Background: an optimization exercise with open tools, aiming at small area, a short achievable clock period and few clock cycles per item. Do not read the settings as production practice. The RTL was checked by simulation tests, not by an equivalence proof against the original design.

### design/flow/design.v
module geofence ( clk,reset,X,Y,valid,is_inside);
  input clk;
  input reset;
  input [9:0] X;
  input [9:0] Y;
  output reg valid;
  output reg is_inside;
  reg  [3:0]  cnt;
  reg  [9:0]  px, py;                   
  reg  [10:0] spx, spy, sqx, sqy;       
  reg  [10:0] cpx, cpy;                 
  reg  [10:0] vcx, vcy;                 
  reg         gc;                       
  reg  [10:0] ax, ay, bx, by;           
  reg         has_l, has_r, hit;
  reg         last, c_act;              
  wire [10:0] dx1 = {1'b0, X} - {1'b0, px};
  wire [10:0] dy1 = {1'b0, Y} - {1'b0, py};
  wire [9:0]  dx2 = px - X;
  wire [9:0]  dy2 = py - Y;
  wire [10:0] dx = {dx1[10], dx1[10] ? dx2 : dx1[9:0]};
  wire [10:0] dy = {dy1[10], dy1[10] ? dy2 : dy1[9:0]};
  wire s_neg, s_zero;
  xsm u_s (.ax(spx), .ay(spy), .bx(sqx), .by(sqy), .neg(s_neg), .zero(s_zero));
  wire c_neg, c_zero;
  xsm u_c (.ax(cpx), .ay(cpy), .bx(vcx), .by(vcy), .neg(c_neg), .zero(c_zero));
  wire c_pos = ~c_neg & ~c_zero;
  wire upd_a = c_act & ~gc & (~has_l | c_neg);
  wire upd_b = c_act &  gc & (~has_r | c_pos);
  wire [10:0] ax_n = upd_a ? vcx : ax;
  wire [10:0] ay_n = upd_a ? vcy : ay;
  wire [10:0] bx_n = upd_b ? vcx : bx;
  wire [10:0] by_n = upd_b ? vcy : by;
  wire pre_last = (cnt == 4'd7);
  wire use_b_n = s_neg ^ pre_last;      
  wire ok_ab = has_l & has_r & ~s_neg;
  wire ok_5  = gc ? (has_l & ~c_pos) : (has_r & ~c_neg);
  wire fin_l = has_l | ~gc;
  wire fin_r = has_r | gc;
  wire res = fin_l & fin_r & (hit | ok_ab | ok_5);
  always @(posedge clk or posedge reset) begin
    if (reset) begin
      cnt <= 4'd0;
    end else begin
      cnt <= (cnt == 4'd9) ? 4'd0 : cnt + 4'd1;
    end
  end
  always @(posedge clk) begin
    valid <= last;
    is_inside <= res;
    last <= pre_last;
    c_act <= (cnt >= 4'd3) && (cnt <= 4'd6);
    if (cnt == 4'd0) begin px <= X; py <= Y; end
    if (pre_last) begin spx <= bx_n; spy <= by_n; end
    else begin spx <= dx; spy <= dy; end
    if (cnt == 4'd1) begin sqx <= dx; sqy <= dy; end
    else if (pre_last) begin sqx <= ax_n; sqy <= ay_n; end
    vcx <= spx; vcy <= spy;
    gc <= s_neg;
    if (use_b_n) begin cpx <= bx_n; cpy <= by_n; end
    else begin cpx <= ax_n; cpy <= ay_n; end
    ax <= ax_n; ay <= ay_n; bx <= bx_n; by <= by_n;
    if (cnt == 4'd1) hit <= 1'b0;
    else if (cnt >= 4'd2 && cnt <= 4'd6 && X == px && Y == py) hit <= 1'b1;
    if (cnt == 4'd3) begin has_l <= 1'b0; has_r <= 1'b0; end
    else begin
      if (upd_a) has_l <= 1'b1;
      if (upd_b) has_r <= 1'b1;
    end
  end
endmodule
module xsm (input [10:0] ax, input [10:0] ay, input [10:0] bx, input [10:0] by, output neg, output zero);
  wire p1 = ax[0] & by[0];
  wire p2 = ax[0] & by[1];
  wire p3 = ax[0] & by[2];
  wire p4 = ax[0] & by[3];
  wire p5 = ax[0] & by[4];
  wire p6 = ax[0] & by[5];
  wire p7 = ax[0] & by[6];
  wire p8 = ax[0] & by[7];
  wire p9 = ax[0] & by[8];
  wire p10 = ax[0] & by[9];
  wire p11 = ax[1] & by[0];
  wire p12 = ax[1] & by[1];
  wire p13 = ax[1] & by[2];
  wire p14 = ax[1] & by[3];
  wire p15 = ax[1] & by[4];
  wire p16 = ax[1] & by[5];
  wire p17 = ax[1] & by[6];
  wire p18 = ax[1] & by[7];
  wire p19 = ax[1] & by[8];
  wire p20 = ax[1] & by[9];
  wire p21 = ax[2] & by[0];
  wire p22 = ax[2] & by[1];
  wire p23 = ax[2] & by[2];
  wire p24 = ax[2] & by[3];
  wire p25 = ax[2] & by[4];
  wire p26 = ax[2] & by[5];
  wire p27 = ax[2] & by[6];
  wire p28 = ax[2] & by[7];
  wire p29 = ax[2] & by[8];
  wire p30 = ax[2] & by[9];
  wire p31 = ax[3] & by[0];
  wire p32 = ax[3] & by[1];
  wire p33 = ax[3] & by[2];
  wire p34 = ax[3] & by[3];
  wire p35 = ax[3] & by[4];
  wire p36 = ax[3] & by[5];
  wire p37 = ax[3] & by[6];
  wire p38 = ax[3] & by[7];
  wire p39 = ax[3] & by[8];
  wire p40 = ax[3] & by[9];
  wire p41 = ax[4] & by[0];
  wire p42 = ax[4] & by[1];
  wire p43 = ax[4] & by[2];
  wire p44 = ax[4] & by[3];
  wire p45 = ax[4] & by[4];
  wire p46 = ax[4] & by[5];
  wire p47 = ax[4] & by[6];
  wire p48 = ax[4] & by[7];
  wire p49 = ax[4] & by[8];
  wire p50 = ax[4] & by[9];
  wire p51 = ax[5] & by[0];
  wire p52 = ax[5] & by[1];
  wire p53 = ax[5] & by[2];
  wire p54 = ax[5] & by[3];
  wire p55 = ax[5] & by[4];
  wire p56 = ax[5] & by[5];
  wire p57 = ax[5] & by[6];
  wire p58 = ax[5] & by[7];
  wire p59 = ax[5] & by[8];
  wire p60 = ax[5] & by[9];
  wire p61 = ax[6] & by[0];
  wire p62 = ax[6] & by[1];
  wire p63 = ax[6] & by[2];
  wire p64 = ax[6] & by[3];
  wire p65 = ax[6] & by[4];
  wire p66 = ax[6] & by[5];
  wire p67 = ax[6] & by[6];
  wire p68 = ax[6] & by[7];
  wire p69 = ax[6] & by[8];
  wire p70 = ax[6] & by[9];
  wire p71 = ax[7] & by[0];
  wire p72 = ax[7] & by[1];
  wire p73 = ax[7] & by[2];
  wire p74 = ax[7] & by[3];
  wire p75 = ax[7] & by[4];
  wire p76 = ax[7] & by[5];
  wire p77 = ax[7] & by[6];
  wire p78 = ax[7] & by[7];
  wire p79 = ax[7] & by[8];
  wire p80 = ax[7] & by[9];
  wire p81 = ax[8] & by[0];
  wire p82 = ax[8] & by[1];
  wire p83 = ax[8] & by[2];
  wire p84 = ax[8] & by[3];
  wire p85 = ax[8] & by[4];
  wire p86 = ax[8] & by[5];
  wire p87 = ax[8] & by[6];
  wire p88 = ax[8] & by[7];
  wire p89 = ax[8] & by[8];
  wire p90 = ax[8] & by[9];
  wire p91 = ax[9] & by[0];
  wire p92 = ax[9] & by[1];
  wire p93 = ax[9] & by[2];
  wire p94 = ax[9] & by[3];
  wire p95 = ax[9] & by[4];
  wire p96 = ax[9] & by[5];
  wire p97 = ax[9] & by[6];
  wire p98 = ax[9] & by[7];
  wire p99 = ax[9] & by[8];
  wire p100 = ax[9] & by[9];
  wire p101 = ~(ay[0] & bx[0]);
  wire p102 = ~(ay[0] & bx[1]);
  wire p103 = ~(ay[0] & bx[2]);
  wire p104 = ~(ay[0] & bx[3]);
  wire p105 = ~(ay[0] & bx[4]);
  wire p106 = ~(ay[0] & bx[5]);
  wire p107 = ~(ay[0] & bx[6]);
  wire p108 = ~(ay[0] & bx[7]);
  wire p109 = ~(ay[0] & bx[8]);
  wire p110 = ~(ay[0] & bx[9]);
  wire p111 = ~(ay[1] & bx[0]);
  wire p112 = ~(ay[1] & bx[1]);
  wire p113 = ~(ay[1] & bx[2]);
  wire p114 = ~(ay[1] & bx[3]);
  wire p115 = ~(ay[1] & bx[4]);
  wire p116 = ~(ay[1] & bx[5]);
  wire p117 = ~(ay[1] & bx[6]);
  wire p118 = ~(ay[1] & bx[7]);
  wire p119 = ~(ay[1] & bx[8]);
  wire p120 = ~(ay[1] & bx[9]);
  wire p121 = ~(ay[2] & bx[0]);
  wire p122 = ~(ay[2] & bx[1]);
  wire p123 = ~(ay[2] & bx[2]);
  wire p124 = ~(ay[2] & bx[3]);
  wire p125 = ~(ay[2] & bx[4]);
  wire p126 = ~(ay[2] & bx[5]);
  wire p127 = ~(ay[2] & bx[6]);
  wire p128 = ~(ay[2] & bx[7]);
  wire p129 = ~(ay[2] & bx[8]);
  wire p130 = ~(ay[2] & bx[9]);
  wire p131 = ~(ay[3] & bx[0]);
  wire p132 = ~(ay[3] & bx[1]);
  wire p133 = ~(ay[3] & bx[2]);
  wire p134 = ~(ay[3] & bx[3]);
  wire p135 = ~(ay[3] & bx[4]);
  wire p136 = ~(ay[3] & bx[5]);
  wire p137 = ~(ay[3] & bx[6]);
  wire p138 = ~(ay[3] & bx[7]);
  wire p139 = ~(ay[3] & bx[8]);
  wire p140 = ~(ay[3] & bx[9]);
  wire p141 = ~(ay[4] & bx[0]);
  wire p142 = ~(ay[4] & bx[1]);
  wire p143 = ~(ay[4] & bx[2]);
  wire p144 = ~(ay[4] & bx[3]);
  wire p145 = ~(ay[4] & bx[4]);
  wire p146 = ~(ay[4] & bx[5]);
  wire p147 = ~(ay[4] & bx[6]);
  wire p148 = ~(ay[4] & bx[7]);
  wire p149 = ~(ay[4] & bx[8]);
  wire p150 = ~(ay[4] & bx[9]);
  wire p151 = ~(ay[5] & bx[0]);
  wire p152 = ~(ay[5] & bx[1]);
  wire p153 = ~(ay[5] & bx[2]);
  wire p154 = ~(ay[5] & bx[3]);
  wire p155 = ~(ay[5] & bx[4]);
  wire p156 = ~(ay[5] & bx[5]);
  wire p157 = ~(ay[5] & bx[6]);
  wire p158 = ~(ay[5] & bx[7]);
  wire p159 = ~(ay[5] & bx[8]);
  wire p160 = ~(ay[5] & bx[9]);
  wire p161 = ~(ay[6] & bx[0]);
  wire p162 = ~(ay[6] & bx[1]);
  wire p163 = ~(ay[6] & bx[2]);
  wire p164 = ~(ay[6] & bx[3]);
  wire p165 = ~(ay[6] & bx[4]);
  wire p166 = ~(ay[6] & bx[5]);
  wire p167 = ~(ay[6] & bx[6]);
  wire p168 = ~(ay[6] & bx[7]);
  wire p169 = ~(ay[6] & bx[8]);
  wire p170 = ~(ay[6] & bx[9]);
  wire p171 = ~(ay[7] & bx[0]);
  wire p172 = ~(ay[7] & bx[1]);
  wire p173 = ~(ay[7] & bx[2]);
  wire p174 = ~(ay[7] & bx[3]);
  wire p175 = ~(ay[7] & bx[4]);
  wire p176 = ~(ay[7] & bx[5]);
  wire p177 = ~(ay[7] & bx[6]);
  wire p178 = ~(ay[7] & bx[7]);
  wire p179 = ~(ay[7] & bx[8]);
  wire p180 = ~(ay[7] & bx[9]);
  wire p181 = ~(ay[8] & bx[0]);
  wire p182 = ~(ay[8] & bx[1]);
  wire p183 = ~(ay[8] & bx[2]);
  wire p184 = ~(ay[8] & bx[3]);
  wire p185 = ~(ay[8] & bx[4]);
  wire p186 = ~(ay[8] & bx[5]);
  wire p187 = ~(ay[8] & bx[6]);
  wire p188 = ~(ay[8] & bx[7]);
  wire p189 = ~(ay[8] & bx[8]);
  wire p190 = ~(ay[8] & bx[9]);
  wire p191 = ~(ay[9] & bx[0]);
  wire p192 = ~(ay[9] & bx[1]);
  wire p193 = ~(ay[9] & bx[2]);
  wire p194 = ~(ay[9] & bx[3]);
  wire p195 = ~(ay[9] & bx[4]);
  wire p196 = ~(ay[9] & bx[5]);
  wire p197 = ~(ay[9] & bx[6]);
  wire p198 = ~(ay[9] & bx[7]);
  wire p199 = ~(ay[9] & bx[8]);
  wire p200 = ~(ay[9] & bx[9]);
  wire s201, c202;
  assign {c202, s201} = p10 + p19 + p28;
  wire s203 = p20 ^ p29;
  wire c204 = p20 & p29;
  wire s205, c206;
  assign {c206, s205} = p7 + p16 + p25;
  wire s207, c208;
  assign {c208, s207} = p8 + p17 + p26;
  wire s209, c210;
  assign {c210, s209} = p35 + p44 + p53;
  wire s211 = p62 ^ p71;
  wire c212 = p62 & p71;
  wire s213, c214;
  assign {c214, s213} = p9 + p18 + p27;
  wire s215, c216;
  assign {c216, s215} = p36 + p45 + p54;
  wire s217, c218;
  assign {c218, s217} = p63 + p72 + p81;
  wire s219, c220;
  assign {c220, s219} = p109 + p118 + p127;
  wire s221 = p136 ^ p145;
  wire c222 = p136 & p145;
  wire s223, c224;
  assign {c224, s223} = p37 + p46 + p55;
  wire s225, c226;
  assign {c226, s225} = p64 + p73 + p82;
  wire s227, c228;
  assign {c228, s227} = p91 + p110 + p119;
  wire s229, c230;
  assign {c230, s229} = p128 + p137 + p146;
  wire s231, c232;
  assign {c232, s231} = p155 + p164 + p173;
  wire s233 = p182 ^ p191;
  wire c234 = p182 & p191;
  wire s235, c236;
  assign {c236, s235} = p38 + p47 + p56;
  wire s237, c238;
  assign {c238, s237} = p65 + p74 + p83;
  wire s239, c240;
  assign {c240, s239} = p92 + p120 + p129;
  wire s241, c242;
  assign {c242, s241} = p138 + p147 + p156;
  wire s243, c244;
  assign {c244, s243} = p165 + p174 + p183;
  wire s245, c246;
  assign {c246, s245} = p192 + 1'b1 + c202;
  wire s247, c248;
  assign {c248, s247} = p30 + p39 + p48;
  wire s249, c250;
  assign {c250, s249} = p57 + p66 + p75;
  wire s251, c252;
  assign {c252, s251} = p84 + p93 + p130;
  wire s253, c254;
  assign {c254, s253} = p139 + p148 + p157;
  wire s255, c256;
  assign {c256, s255} = p166 + p175 + p184;
  wire s257, c258;
  assign {c258, s257} = p40 + p49 + p58;
  wire s259, c260;
  assign {c260, s259} = p67 + p76 + p85;
  wire s261, c262;
  assign {c262, s261} = p94 + p140 + p149;
  wire s263, c264;
  assign {c264, s263} = p50 + p59 + p68;
  wire s265, c266;
  assign {c266, s265} = p5 + p14 + p23;
  wire s267, c268;
  assign {c268, s267} = p6 + p15 + p24;
  wire s269, c270;
  assign {c270, s269} = p33 + p42 + p51;
  wire s271 = p106 ^ p115;
  wire c272 = p106 & p115;
  wire s273, c274;
  assign {c274, s273} = p34 + p43 + p52;
  wire s275, c276;
  assign {c276, s275} = p61 + p107 + p116;
  wire s277, c278;
  assign {c278, s277} = p125 + p134 + p143;
  wire s279 = p152 ^ p161;
  wire c280 = p152 & p161;
  wire s281, c282;
  assign {c282, s281} = p108 + p117 + p126;
  wire s283, c284;
  assign {c284, s283} = p135 + p144 + p153;
  wire s285, c286;
  assign {c286, s285} = p162 + p171 + 1'b1;
  wire s287, c288;
  assign {c288, s287} = c206 + s207 + s209;
  wire s289, c290;
  assign {c290, s289} = p154 + p163 + p172;
  wire s291, c292;
  assign {c292, s291} = p181 + 1'b1 + c208;
  wire s293, c294;
  assign {c294, s293} = c210 + c212 + s213;
  wire s295, c296;
  assign {c296, s295} = s215 + s217 + s219;
  wire s297, c298;
  assign {c298, s297} = 1'b1 + c214 + c216;
  wire s299, c300;
  assign {c300, s299} = c218 + c220 + c222;
  wire s301, c302;
  assign {c302, s301} = s223 + s225 + s227;
  wire s303, c304;
  assign {c304, s303} = s229 + s231 + s233;
  wire s305, c306;
  assign {c306, s305} = c224 + c226 + c228;
  wire s307, c308;
  assign {c308, s307} = c230 + c232 + c234;
  wire s309, c310;
  assign {c310, s309} = s235 + s237 + s239;
  wire s311, c312;
  assign {c312, s311} = s241 + s243 + s203;
  wire s313, c314;
  assign {c314, s313} = p193 + c236 + c238;
  wire s315, c316;
  assign {c316, s315} = c240 + c242 + c244;
  wire s317, c318;
  assign {c318, s317} = s247 + s249 + s251;
  wire s319, c320;
  assign {c320, s319} = s253 + s255 + c204;
  wire s321, c322;
  assign {c322, s321} = p158 + p167 + p176;
  wire s323, c324;
  assign {c324, s323} = p185 + p194 + c248;
  wire s325, c326;
  assign {c326, s325} = c250 + c252 + c254;
  wire s327, c328;
  assign {c328, s327} = c256 + s257 + s259;
  wire s329, c330;
  assign {c330, s329} = p77 + p86 + p95;
  wire s331, c332;
  assign {c332, s331} = p150 + p159 + p168;
  wire s333, c334;
  assign {c334, s333} = p177 + p186 + p195;
  wire s335, c336;
  assign {c336, s335} = c258 + c260 + c262;
  wire s337, c338;
  assign {c338, s337} = p60 + p69 + p78;
  wire s339, c340;
  assign {c340, s339} = p87 + p96 + p160;
  wire s341, c342;
  assign {c342, s341} = p169 + p178 + p187;
  wire s343, c344;
  assign {c344, s343} = p70 + p79 + p88;
  wire s345 = p3 ^ p12;
  wire c346 = p3 & p12;
  wire s347, c348;
  assign {c348, s347} = p4 + p13 + p22;
  wire s349, c350;
  assign {c350, s349} = p31 + p104 + p113;
  wire s351, c352;
  assign {c352, s351} = p32 + p41 + p105;
  wire s353, c354;
  assign {c354, s353} = p114 + p123 + p132;
  wire s355 = p141 ^ 1'b1;
  wire c356 = p141 & 1'b1;
  wire s357, c358;
  assign {c358, s357} = p124 + p133 + p142;
  wire s359, c360;
  assign {c360, s359} = p151 + 1'b1 + c266;
  wire s361, c362;
  assign {c362, s361} = s267 + s269 + s271;
  wire s363, c364;
  assign {c364, s363} = 1'b1 + c268 + c270;
  wire s365, c366;
  assign {c366, s365} = c272 + s273 + s275;
  wire s367, c368;
  assign {c368, s367} = s277 + s279 + s205;
  wire s369, c370;
  assign {c370, s369} = c274 + c276 + c278;
  wire s371, c372;
  assign {c372, s371} = c280 + s281 + s283;
  wire s373, c374;
  assign {c374, s373} = s285 + s211 + s287;
  wire s375, c376;
  assign {c376, s375} = c282 + c284 + c286;
  wire s377, c378;
  assign {c378, s377} = s289 + s221 + c288;
  wire s379, c380;
  assign {c380, s379} = s291 + s293 + s295;
  wire s381, c382;
  assign {c382, s381} = c290 + s201 + c292;
  wire s383, c384;
  assign {c384, s383} = c294 + c296 + s297;
  wire s385, c386;
  assign {c386, s385} = s299 + s301 + s303;
  wire s387, c388;
  assign {c388, s387} = c298 + c300 + c302;
  wire s389, c390;
  assign {c390, s389} = c304 + s305 + s307;
  wire s391, c392;
  assign {c392, s391} = s309 + s311 + s245;
  wire s393, c394;
  assign {c394, s393} = c306 + c308 + c310;
  wire s395, c396;
  assign {c396, s395} = c312 + s313 + s315;
  wire s397, c398;
  assign {c398, s397} = s317 + s319 + c246;
  wire s399, c400;
  assign {c400, s399} = s321 + s261 + c314;
  wire s401, c402;
  assign {c402, s401} = c316 + c318 + c320;
  wire s403, c404;
  assign {c404, s403} = s323 + s325 + s327;
  wire s405, c406;
  assign {c406, s405} = c322 + s329 + s331;
  wire s407, c408;
  assign {c408, s407} = s333 + s263 + c324;
  wire s409, c410;
  assign {c410, s409} = c326 + c328 + s335;
  wire s411, c412;
  assign {c412, s411} = p196 + c330 + c332;
  wire s413, c414;
  assign {c414, s413} = c334 + s337 + s339;
  wire s415, c416;
  assign {c416, s415} = s341 + c264 + c336;
  wire s417, c418;
  assign {c418, s417} = p97 + p170 + p179;
  wire s419, c420;
  assign {c420, s419} = p188 + p197 + c338;
  wire s421, c422;
  assign {c422, s421} = c340 + c342 + s343;
  wire s423, c424;
  assign {c424, s423} = p80 + p89 + p98;
  wire s425, c426;
  assign {c426, s425} = p180 + p189 + p198;
  wire s427 = p2 ^ p11;
  wire c428 = p2 & p11;
  wire s429, c430;
  assign {c430, s429} = p21 + p103 + p112;
  wire s431 = p121 ^ 1'b1;
  wire c432 = p121 & 1'b1;
  wire s433, c434;
  assign {c434, s433} = p122 + p131 + 1'b1;
  wire s435, c436;
  assign {c436, s435} = c346 + s347 + s349;
  wire s437, c438;
  assign {c438, s437} = c348 + c350 + s351;
  wire s439, c440;
  assign {c440, s439} = s353 + s355 + s265;
  wire s441, c442;
  assign {c442, s441} = c352 + c354 + c356;
  wire s443, c444;
  assign {c444, s443} = s357 + s359 + s361;
  wire s445, c446;
  assign {c446, s445} = c358 + c360 + c362;
  wire s447, c448;
  assign {c448, s447} = s363 + s365 + s367;
  wire s449, c450;
  assign {c450, s449} = c364 + c366 + c368;
  wire s451, c452;
  assign {c452, s451} = s369 + s371 + s373;
  wire s453, c454;
  assign {c454, s453} = c370 + c372 + s375;
  wire s455, c456;
  assign {c456, s455} = c374 + s377 + s379;
  wire s457, c458;
  assign {c458, s457} = c376 + c378 + c380;
  wire s459, c460;
  assign {c460, s459} = s381 + s383 + s385;
  wire s461, c462;
  assign {c462, s461} = c382 + c384 + c386;
  wire s463, c464;
  assign {c464, s463} = s387 + s389 + s391;
  wire s465, c466;
  assign {c466, s465} = c388 + c390 + c392;
  wire s467, c468;
  assign {c468, s467} = s393 + s395 + s397;
  wire s469, c470;
  assign {c470, s469} = c394 + c396 + c398;
  wire s471, c472;
  assign {c472, s471} = s399 + s401 + s403;
  wire s473, c474;
  assign {c474, s473} = s405 + c400 + c402;
  wire s475, c476;
  assign {c476, s475} = c404 + s407 + s409;
  wire s477, c478;
  assign {c478, s477} = c406 + s411 + s413;
  wire s479, c480;
  assign {c480, s479} = c408 + c410 + s415;
  wire s481, c482;
  assign {c482, s481} = s417 + c412 + c414;
  wire s483, c484;
  assign {c484, s483} = s419 + s421 + c416;
  wire s485, c486;
  assign {c486, s485} = c418 + s423 + s425;
  wire s487, c488;
  assign {c488, s487} = c344 + c420 + c422;
  wire s489, c490;
  assign {c490, s489} = p90 + p99 + p190;
  wire s491, c492;
  assign {c492, s491} = p199 + c424 + c426;
  wire s493 = p102 ^ p111;
  wire c494 = p102 & p111;
  wire s495, c496;
  assign {c496, s495} = c428 + s429 + s431;
  wire s497, c498;
  assign {c498, s497} = c430 + c432 + s433;
  wire s499, c500;
  assign {c500, s499} = c434 + c436 + s437;
  wire s501, c502;
  assign {c502, s501} = c438 + c440 + s441;
  wire s503, c504;
  assign {c504, s503} = c442 + c444 + s445;
  wire s505, c506;
  assign {c506, s505} = c446 + c448 + s449;
  wire s507, c508;
  assign {c508, s507} = c450 + s453 + c452;
  wire s509, c510;
  assign {c510, s509} = c454 + c456 + s457;
  wire s511, c512;
  assign {c512, s511} = c458 + c460 + s461;
  wire s513, c514;
  assign {c514, s513} = c462 + c464 + s465;
  wire s515, c516;
  assign {c516, s515} = c466 + c468 + s469;
  wire s517, c518;
  assign {c518, s517} = c470 + c472 + s473;
  wire s519, c520;
  assign {c520, s519} = s477 + c474 + c476;
  wire s521, c522;
  assign {c522, s521} = c478 + s481 + c480;
  wire s523, c524;
  assign {c524, s523} = s485 + c482 + s487;
  wire s525, c526;
  assign {c526, s525} = s489 + c486 + s491;
  wire s527, c528;
  assign {c528, s527} = p100 + p200 + c490;
  wire s529 = p1 ^ p101;
  wire c530 = p1 & p101;
  wire s531, c532;
  assign {c532, s531} = 1'b1 + s493 + s427;
  wire s533, c534;
  assign {c534, s533} = c494 + s345 + s495;
  wire s535, c536;
  assign {c536, s535} = c496 + s497 + s435;
  wire s537, c538;
  assign {c538, s537} = c498 + s439 + s499;
  wire s539, c540;
  assign {c540, s539} = c500 + s501 + s443;
  wire s541, c542;
  assign {c542, s541} = c502 + s447 + s503;
  wire s543, c544;
  assign {c544, s543} = c504 + s505 + s451;
  wire s545, c546;
  assign {c546, s545} = c506 + s455 + s507;
  wire s547, c548;
  assign {c548, s547} = s459 + c508 + s509;
  wire s549, c550;
  assign {c550, s549} = s463 + c510 + s511;
  wire s551, c552;
  assign {c552, s551} = s467 + c512 + s513;
  wire s553, c554;
  assign {c554, s553} = s471 + c514 + s515;
  wire s555, c556;
  assign {c556, s555} = s475 + c516 + s517;
  wire s557, c558;
  assign {c558, s557} = s479 + c518 + s519;
  wire s559, c560;
  assign {c560, s559} = s483 + c520 + s521;
  wire s561, c562;
  assign {c562, s561} = s523 + c484 + c522;
  wire s563, c564;
  assign {c564, s563} = s525 + c488 + c524;
  wire s565, c566;
  assign {c566, s565} = s527 + c492 + c526;
  wire [20:0] r0 = {1'b1, c566, c564, c562, c560, c558, c556, c554, c552, c550, c548, c546, c544, c542, c540, c538, c536, c534, c532, c530, s529};
  wire [20:0] r1 = {1'b0, c528, s565, s563, s561, s559, s557, s555, s553, s551, s549, s547, s545, s543, s541, s539, s537, s535, s533, s531, 1'b1};
  wire [20:0] e = r0 + r1;
  wire e_neg = e[20];
  wire [20:0] zc = {r0[19:0] | r1[19:0], 1'b0};
  wire e_zero = &(~(r0 ^ r1 ^ zc));
  wire s1 = ax[10] ^ by[10];
  wire s2 = ~(ay[10] ^ bx[10]);
  wire z1 = ~(|ax[9:0]) | ~(|by[9:0]);
  wire z2 = ~(|ay[9:0]) | ~(|bx[9:0]);
  assign zero = (s1 == s2) ? (z1 & z2) : e_zero;
  assign neg = (s1 == s2) ? (s1 & ~(z1 & z2)) : (s1 ? (~e_neg & ~e_zero) : e_neg);
endmodule
### design/flow/run.sh
#!/bin/bash
# synth_recipe.tcl (not shown) runs the flow's synth.tcl, then flattens the netlist and writes it again
# the make line also repeats each setting of config.mk as NAME=value (left out here)
make -C /OpenROAD-flow-scripts/flow DESIGN_CONFIG=/design/flow/config.mk WORK_HOME=/design/flow/orfs CLKGATE_MAP_FILE= SYNTH_SCRIPT=/design/flow/synth_recipe.tcl finish
### design/flow/constraint.sdc
create_clock -name core_clock -period 12.0 [get_ports {clk}]
set_input_delay 2.4000 -clock core_clock [delete_from_list [all_inputs] [get_ports {clk}]]
set_output_delay 2.4000 -clock core_clock [all_outputs]
set_load 0.01 [all_outputs]
### design/flow/config.mk
export PLATFORM = sky130hd
export DESIGN_NAME = geofence
export DESIGN_NICKNAME = geofence
export VERILOG_FILES = /design/flow/design.v
export SDC_FILE = /design/flow/constraint.sdc
export NUM_CORES = 4
export LEC_CHECK = 0
export ABC_CLOCK_PERIOD_IN_PS = 5000
export CAP_MARGIN = 20
export CORE_MARGIN = 2
export CORE_UTILIZATION = 40
export SETUP_SLACK_MARGIN = 5
export SLEW_MARGIN = 20
==> summary.txt, run 1 <==
Outcome
  • Status: complete, no violations

Route
  • Vias: 13700
  • DR WL/cell: between 20 and 25 µm
  • Drt via density: roughly 5.2
  • Drc violations: 0
  • First-pass iteration count of the detailed router: 8
  • DRT Wirelength: about 53 mm
  • DR iter-0 viols: 881
  • Routed Antenna Nets: 0

GRT
  • Congestion Overflow GR: 0
  • Tot GR Track Use: a little over a fifth
  • Vias in the first global route: 15000
  • First-pass GRT wire length: between 80 and 90 mm
  • Largest net degree at the start of global routing: 32
  • Initial antenna violation count: 0

Synth
  • Net count after synthesis: 2493
  • Top FF cell, synth: dfxtp_1
  • Post-synth design cell area: slightly below 20000 µm²
  • Synth cell count leaders: inv_1 (370), fa_1 (330), and2_1 (287), nand2_1 (166), ha_1 (150)
  • Mean Syn Cell Area: 9.89 µm²
  • Post-synth top area share: 33.6%
  • Netlist cell types: 66
  • Synth Instances: 1991
  • Post-synth top area cell: fa_1
  • Ys async rst share: ~2.4%
  • Synth top area cells: fa_1 (34%), dfxtp_1 (12%), ha_1 (9.5%)
  • Post-synth EDFFs: 42
  • Most numerous cell in the Yosys netlist: inv_1
  • #FFs+latches synth: roughly 160
  • YS warnings: 1
  • Post-synthesis sequential area ratio: 18.9%

Finish
  • Layout fillers: between 4000 and 5000
  • Total Nets Final: roughly 2500
  • Non-Filler Instances: ~2600
  • Area grow syn2layout: 7.93%
  • Ratio of cells with drive above 1 in the final layout: under 10%
  • Diode count: 0

Critical path
  • Most used cell along the critical path: fa_1
  • CP endpoint kind: flop
  • Crit Path Class: reg -> reg
  • Type of origin of the critical path: flop
  • Cells along the critical path: and2_1 -> fa_1 -> fa_1 -> fa_1 -> fa_1 -> fa_1 -> fa_1 -> inv_1 -> ha_1 -> and4_1 -> o311a_1 -> a221oi_2 -> o21a_1 -> o211ai_1 -> buf_4 -> xnor2_2 -> buf_4 -> mux2i_4 -> a222oi_1
  • Top delay family on crit path: adder cells
  • Largest stage delay on the critical path: about 0.63 ns
  • Worst-path maximum fanout: 11
  • Arrival time at the worst endpoint: about 7 ns
  • WP buf/inv: 3
  • Slowest cell on the critical path: edfxtp_1
  • Data required, critical path: approximately 12 ns

Die
  • FP Rows: 81
  • Die Span Y: 226 µm
  • Core area: just under 50000 µm²
  • Die Width: approximately 230 µm
  • Die area: between 50000 and 60000 µm²
  • Initial Utilization: 40.4%
  • IO Pins: 24

CTS
  • Clock transition at path regs: 0.07 ns
  • CTS Hold Bufs: 0
  • Cts bufs inserted: 17
  • Clk sink count: 164
  • Htree depth: 4
  • Clk buf depth: 2
  • Root buffer cell: clkbuf_16
  • Worst skew pair latency: approximately 0.44 ns
  • CTS tree: yes

STA
  • TNS Setup: 0 ns
  • Skew final: 0.0138 ns
  • Slew Viols, Final: 0
  • Crit path time final: 6.76 ns
  • Slack of the critical path: 5.24 ns
  • Final hold slack: ~0.33 ns
  • Final Hold Violating Endpoints: 0
  • Final Cycle Share: 56.3%
  • Worst-Margin Slew: 1.04 ns
  • Relative slew slack: a little under a third
  • Final setup vio count: 0
  • RSZ-0062 raised after global routing: yes
  • Max frequency: 0.148 GHz

Placed design
  • Pre-CTS setup slack: 3.83 ns
  • GP Congestion: just over 0.8
  • Final HPWL DP: 40.2 mm
  • Count of input and output buffers: 23
  • Placed cells: around 2600

Run
  • Maxcap violations: 0

Hold path
  • Hold WC Path Type: reg -> reg
==> logic make-up after synthesis <==
family / share of synthesized area (%)
flops: 18.9
simple gates: 15.8
xor+xnor: 2.62
fa+ha+maj: 43.1
mux: 4.56
buf+inv: 9.26
compound gates: 5.80
==> cell type report <==
type | count | area (µm²) | share of cell area, %
multi-input combinational | 1357 | 14300 | 67.2
sequential | 164 | 3790 | 17.8
inverter | 371 | 1390 | 6.55
tap | 664 | 831 | 3.91
clock buffer | 21 | 493 | 2.32
timing repair buffer | 39 | 379 | 1.78
clock inverter | 11 | 97.6 | 0.459
==> per-layer routing <==
layer  share of wire, %  track usage, %
met1                 41            27.4
met2                 51            38.9
met3                5.2            2.35
met4                3.1            6.81
met5                  0               0
==> final timing paths <==
| kind | cells past startpoint | end | slack, ns | startpoint |
|---|---|---|---|---|
| worst max register to register | 19 | cpx[3] | 5.24 | sqx[2] |
| min in group asynchronous | 2 | cnt[1] | 2.15 | reset |
| worst min register to register | 0 | valid | 0.33 | last |
| worst min-delay path | 0 | valid | 0.33 | last |
| worst max-delay path | 19 | cpx[3] | 5.24 | sqx[2] |
| max in group asynchronous | 2 | cnt[3] | 9.70 | reset |
==> timing repair <==
action	CTS	global route
buffers inserted	5	4
endpoints found under the setup margin	111	62
resized for setup	49	20
hold endpoints to repair	0	0
cloned	1	2
pin swaps	2	2
==> placed cells by master, fill, tap and decap left out, drive strengths merged, types with 6 or more instances in the layout <==
master,synthesis,final
fa,330,330
mux2i,68,70
xnor2,20,20
nand2b,6,6
nor4,22,22
clkdlybuf4s50,0,23
a221oi,6,6
and2,287,288
nand4,12,12
a21oi,28,28
a211oi,10,10
nor3,10,10
nand2,166,166
nor2,23,23
ha,150,150
xor2,39,39
inv,371,379
o21a,18,18
clkbuf,85,21
mux2,19,19
edfxtp,42,42
buf,17,16
o21ai,27,27
a222oi,22,22
and4,6,6
dfxtp,118,118
nor2b,11,11
nand3,18,18
==> stage by stage <==
step           cell area [µm²]  util (%)
2_1_floorplan            19700         -
3_3_place_gp             20400      41.8
3_5_place_dp             20400      41.8
4_1_cts                  21100      43.4
5_1_grt                  21300      43.6
6_report                 21300      43.6
Testbench counts, summed over its fixed seeds: cycles 9,592, items 960.
==> run 2: changes to the inputs <==
--- a/design/flow/config.mk
+++ b/design/flow/config.mk
@@ -7,3 +7,2 @@
 export LEC_CHECK = 0
-export ABC_CLOCK_PERIOD_IN_PS = 5000
 export CAP_MARGIN = 20
==> run 2 against run 1 <==
- critical path type unchanged
- sequential share of layout area did not move
- first-iteration DRC count did not move
==> summary.txt, run 2 <==
Critical path
  • WP buf/inv: 3
  • Slowest cell on the critical path: edfxtp_1
  • Largest stage delay on the critical path: roughly 0.63 ns
  • Arrival time at the worst endpoint: 7.04 ns
  • Cells along the critical path: and2_1 -> fa_1 -> fa_1 -> fa_1 -> fa_1 -> fa_1 -> fa_1 -> inv_1 -> ha_1 -> and4_1 -> o311a_1 -> a221oi_2 -> o21a_1 -> o211ai_1 -> buf_4 -> xnor2_2 -> buf_4 -> mux2i_4 -> a222oi_1
  • Type of origin of the critical path: flop
  • CP endpoint kind: flop
  • Top delay family on crit path: adder cells
  • Data required, critical path: approximately 12 ns
  • Worst-path maximum fanout: 11
  • Most used cell along the critical path: fa_1
  • Crit Path Class: reg -> reg

CTS
  • Htree depth: 4
  • Clk buf depth: 2
  • Cts bufs inserted: 17
  • Worst skew pair latency: 0.44 ns
  • Clock transition at path regs: around 0.070 ns
  • CTS tree: yes
  • Clk sink count: ~160
  • Root buffer cell: clkbuf_16

Route
  • Drt via density: between 5 and 6
  • Drc violations: 0
  • DRT Wirelength: around 53 mm
  • First-pass iteration count of the detailed router: 8
  • Vias: about 14000
  • DR WL/cell: 20.0 µm
  • DR iter-0 viols: about 880
  • Routed Antenna Nets: 0

GRT
  • Initial antenna violation count: 0
  • Vias in the first global route: ~15000
  • Tot GR Track Use: between 20 and 25%
  • First-pass GRT wire length: 84.4 mm
  • Congestion Overflow GR: 0
  • Largest net degree at the start of global routing: 32

Finish
  • Diode count: 0
  • Sequential Area: around 3800 µm²
  • Area grow syn2layout: 7.93%
  • Layout fillers: 4671
  • Ratio of cells with drive above 1 in the final layout: under 10%
  • Most frequent cells in the layout: inv_1 (370), fa_1 (330), and2_1 (286)
  • Multi-input logic area: about 14000 µm²
  • Total Nets Final: about 2500
  • Commonest non-fill, non-tap cell in the layout: inv_1

Synth
  • Post-synth top area share: roughly 34%
  • Post-synth EDFFs: 42
  • Post-synth design cell area: 19700 µm²
  • Mean Syn Cell Area: just under 10 µm²
  • Synth Instances: approximately 2000
  • Post-synth top area cell: fa_1
  • Net count after synthesis: approximately 2500
  • Ys async rst share: 2.44%
  • #FFs+latches synth: roughly 160
  • Netlist cell types: 66
  • Most numerous cell in the Yosys netlist: inv_1
  • Synth top area cells: fa_1 (34%), dfxtp_1 (12%), ha_1 (9.5%)
  • Top FF cell, synth: dfxtp_1
  • YS warnings: 1
  • Synth cell count leaders: inv_1 (370), fa_1 (330), and2_1 (287), nand2_1 (166), ha_1 (150)
  • Post-synthesis sequential area ratio: about a fifth

STA
  • TNS Setup: 0 ns
  • Worst-Margin Slew: around 1.0 ns
  • Skew final: roughly 0.014 ns
  • Final setup vio count: 0
  • Relative slew slack: a little under a third
  • Crit path time final: between 6 and 7 ns
  • Final Cycle Share: approximately 56%
  • Max frequency: 0.148 GHz
  • Slew Viols, Final: 0
  • Slack of the critical path: between 5 and 6 ns
  • Final Hold Violating Endpoints: 0
  • RSZ-0062 raised after global routing: yes

Die
  • Die Width: 226 µm
  • IO Pins: 24
  • Die area: 51000 µm²
  • Die Span Y: 226 µm
  • Initial Utilization: about two fifths
  • Core area: 48700 µm²
  • FP Rows: about 80

Placed design
  • GP Congestion: 0.831
  • Count of input and output buffers: 23
  • Pre-CTS setup slack: 3.83 ns
  • Final HPWL DP: approximately 40 mm

Hold path
  • Hold WC Path Type: reg -> reg

Run
  • Maxcap violations: 0

Outcome
  • Status: complete, no violations
[run 2: cell counts after synthesis]
Identical to the previous run, type by type.
[run 2: what timing repair did]
action	4_1_cts	5_1_grt
hold buffers	0	0
resized for setup	49	20
cloned	1	2
pin swaps	2	2
buffers inserted	5	4
endpoints found under the setup margin	111	62
[run 2: cell type report]
type,count,share of cell area [%]
flip-flops and latches,164,17.8
inverters,371,6.55
clock inverters,11,0.459
clock buffers,21,2.32
repair buffers,39,1.78
multi-input cells,1357,67.2
well taps,664,3.91
[run 2: final timing paths]
path,startpoint,end,slack (ns),depth (start not counted)
min in group asynchronous,reset,cnt[1],2.15,2
min reg2reg,last,valid,0.33,0
min,last,valid,0.33,0
max,sqx[2],cpx[3],5.24,19
max in group asynchronous,reset,cnt[3],9.70,2
max reg2reg,sqx[2],cpx[3],5.24,19
[run 2: kinds of logic after synthesis]
logic type      Yosys count  synth area share (%)
fa+ha+maj               480                  43.1
compound gates          155                  5.80
flops                   164                  18.9
xor+xnor                 59                  2.62
simple gates            573                  15.8
buf+inv                 473                  9.26
mux                      87                  4.56
[run 2: routing by layer]
| layer | up-vias | track usage (%) | part of all wire, % |
|---|---|---|---|
| met5 | - | 0 | 0 |
| met4 | 0 | 6.81 | 3.1 |
| met3 | 102 | 2.35 | 5.2 |
| met2 | 458 | 38.9 | 51 |
| met1 | 7049 | 27.4 | 41 |
| li1 | 6109 | - | - |
[run 2: metrics by stage]
step                      util [%]  hold slack (ns)  cell area (µm²)  std cells
after floorplan                  -            0.310            19700       1991
after global placement        41.8            0.320            20400       2583
after detailed placement      41.8            0.319            20400       2583
after CTS                     43.4            0.340            21100       2621
after global routing          43.6            0.343            21300       2627
final                         43.6            0.332            21300       2627

-- re-timing with driven ports --
Ports are ideal in the flow. The routed layouts listed here were re-timed in OpenROAD.
Step 1 sets driving cells, clkbuf_16 on the clock port and buf_2 on the other inputs (assumed; they add their load-dependent delay and slew).
Step 2, shift: input delay + t, output delay - t, t = (earliest + latest rising clock arrival at the registers) / 2. This alone moves slack from input paths to output paths.
Slacks: ideal / step 1 / step 2; pairs: ideal / step 1.
| run | shift t [ns] | setup WS [ns] | worst setup path after step 2 | clock arrival spread, ns | worst data-port slew with drivers (ns) |
|---|---|---|---|---|---|
| run 1 | 0.476 | 5.241 / 5.241 / 5.241 | register to register | 0.014 / 0.014 | 0.06 |
| run 2 | 0.476 | 5.241 / 5.241 / 5.241 | register to register | 0.014 / 0.014 | 0.06 |
After both steps every run listed still meets setup and hold.
